Context: an optimization exercise on an open-source flow, tuned for small area and a short achievable clock period. The choices shown serve that exercise and are no tape-out recipe.
Only simulation tests tie the RTL to the original design; equivalence was not proved.

== v6 ==
// ALU
module ALU (
    input             clk,
    input             rst,
    input             i_vld,
    input      [31:0] i_a,
    input      [31:0] i_b,
    input             opcode,
    output reg [31:0] o_res,
    output reg        o_res_vld,
    output reg        overflow
);
reg        vld1, vld2, vld3;
reg [31:0] a1, b1;
reg        op1;
always @(posedge clk or posedge rst)
    if (rst) begin
        vld1 <= 1'b0; vld2 <= 1'b0; vld3 <= 1'b0; o_res_vld <= 1'b0;
    end else begin
        vld1 <= i_vld; vld2 <= vld1; vld3 <= vld2; o_res_vld <= vld3;
    end
always @(posedge clk) begin
    a1 <= i_a; b1 <= i_b; op1 <= opcode;
end
wire        sa = a1[31], sb = b1[31];
wire [7:0]  ea = a1[30:23], eb = b1[30:23];
wire [22:0] fa = a1[22:0], fb = b1[22:0];
wire        ha = |ea, hb = |eb;
wire [23:0] ma1 = {ha, fa};
wire [23:0] mb1 = {hb, fb};
wire        emax_a = &ea, emax_b = &eb;
wire        fz_a = ~|fa, fz_b = ~|fb;
wire        nan_a = emax_a & ~fz_a, nan_b = emax_b & ~fz_b;
wire        inf_a = emax_a & fz_a,  inf_b = emax_b & fz_b;
wire        zero_a = ~ha & fz_a,    zero_b = ~hb & fz_b;
wire add_nan = nan_a | nan_b | (inf_a & inf_b & (sa ^ sb));
wire mul_nan = nan_a | nan_b | (inf_a & zero_b) | (zero_a & inf_b);
wire nan1  = op1 ? mul_nan : add_nan;
wire inf1  = (inf_a | inf_b) & ~nan1;
wire zero1 = op1 ? (zero_a | zero_b) : (zero_a & zero_b);
wire [8:0]  dab = {1'b0, ea} - {1'b0, eb};
wire [7:0]  dba = eb - ea;
wire        gt  = ~dab[8] & (|dab[7:0]);         
wire        eqe = ~|dab[7:0];
wire [7:0]  diff = dab[8] ? dba : dab[7:0];
wire [23:0] Lp = gt ? ma1 : mb1;
wire [23:0] Sp = gt ? mb1 : ma1;
wire        big = (|diff[7:5]) | (&diff[4:3]);
wire [23:0] sh0 = diff[0] ? {1'b0, Sp[23:1]} : Sp;
wire [23:0] sh1 = diff[1] ? {2'b0, sh0[23:2]} : sh0;
wire [23:0] sh2 = diff[2] ? {4'b0, sh1[23:4]} : sh1;
wire [23:0] sh3 = diff[3] ? {8'b0, sh2[23:8]} : sh2;
wire [23:0] sh4 = diff[4] ? {16'b0, sh3[23:16]} : sh3;
wire [23:0] Sal = big ? {23'b0, Sp[23]} : sh4;
wire        fge = (fa >= fb);
wire        swp = eqe & fge;
wire [23:0] L1 = swp ? Sal : Lp;
wire [23:0] S1 = swp ? Lp : Sal;
wire        a_is_L = gt | swp;
wire        add_sign = a_is_L ? sa : sb;
wire [7:0]  expL = gt ? ea : eb;
wire        mul_sign = sa ^ sb;
  ...
clock: 9.0 ns
lec_check: 0
abc_area: 1
cap_margin: 20
core_margin: 2
core_utilization: 40
cts_buf_list: sky130_fd_sc_hd__clkbuf_4 sky130_fd_sc_hd__clkbuf_8
place_density: 0.6
setup_slack_margin: 5
slew_margin: 20
run.sh (not shown) runs the stock make flow with config.mk's settings and CLKGATE_MAP_FILE= SYNTH_SCRIPT=/design/flow/synth_recipe.tcl, a recipe that flattens the netlist after the stock synthesis.
v6 | status: complete | timing, DRC, antenna: pass
The following lists how v7 was set up differently from v6:
- clearing CTS_BUF_LIST, which used to be sky130_fd_sc_hd__clkbuf_4 sky130_fd_sc_hd__clkbuf_8
Notes after the runs:
- Compared with v6, in v7 final area held steady; final period demand of the worst path now smaller; critical path data arrival time saw a decrease.
- dfxtp_1 as the cell with the largest stage delay on the worst path was reported by v7, and a21oi_4 by v6.

========
Starting RTL as in the previous note.
Settings: LEC_CHECK=0, ABC_AREA=1, CAP_MARGIN=20, CORE_MARGIN=2, CORE_UTILIZATION=55, PLACE_DENSITY=0.7, SETUP_SLACK_MARGIN=5, SLEW_MARGIN=20; clock period 9.0 ns.
The first run completed with no timing, DRC or antenna violations.
Change:
==> flow/flow/run.sh (new file) <==
#!/bin/bash
# Standard ORFS layout, with timing repair aiming for a shorter period than
# the clock constraint: repair_timing's setup margin is raised so that the
# resizer keeps working on paths that already meet the 9 ns clock.
set -euo pipefail
MARGIN=$(cat flow/margin.txt)
bash standard.sh synth > synth.log 2>&1
bash standard.sh SETUP_SLACK_MARGIN=$MARGIN finish > layout.log 2>&1
==> flow/flow/margin.txt (new file) <==
5.6
==> flow/standard.sh (new file) <==
#!/bin/bash
# synth_recipe.tcl (not shown) runs the flow's synth.tcl, then flattens the netlist and writes it again
# the make line also repeats each setting of config.mk as NAME=value (left out here)
make -C /OpenROAD-flow-scripts/flow DESIGN_CONFIG=/design/flow/config.mk WORK_HOME=/design/flow/orfs CLKGATE_MAP_FILE= SYNTH_SCRIPT=/design/flow/synth_recipe.tcl "${@:-finish}"
- SETUP_SLACK_MARGIN: 5 -> not set
removed: flow/run.sh
After rerunning: The changed run finished with timing, DRC and antenna clean; synthesized area does not change; flip-flop and latch count is unchanged; wire length rose by 6.7%; design area rose by 6.7%; final cell count rose by 2.0%; setup slack gets better by 0.10 ns.

==> static timing again, ports no longer ideal <==
Ports are ideal in the flow. The routed layouts listed here were re-timed in OpenROAD. Step 1 sets driving cells, clkbuf_16 on the clock port and buf_2 on the other inputs (assumed; they add their load-dependent delay and slew). Step 2 adds t to the input delays and takes it off the output delays; t is the mean of the earliest and latest rising clock arrival at the registers after step 1. Input paths then give back, and output paths get back, about the clock's delay inside the block. Three values: no drivers, after step 1, after step 2; two values: the first two.
run	shift t [ns]	setup slack, ns	worst hold slack (ns)	worst setup path after step 2
v6	0.760	4.946 / 4.946 / 4.946	0.325 / 0.325 / 0.325	register to register
v7	0.688	4.974 / 4.974 / 4.974	0.325 / 0.325 / 0.325	register to register
the first run of note 2	0.659	4.922 / 4.922 / 4.922	0.315 / 0.315 / 0.315	register to register
the second run of note 2	0.659	5.025 / 5.025 / 5.025	0.316 / 0.316 / 0.316	register to register
After both steps setup and hold are still met in every run listed.
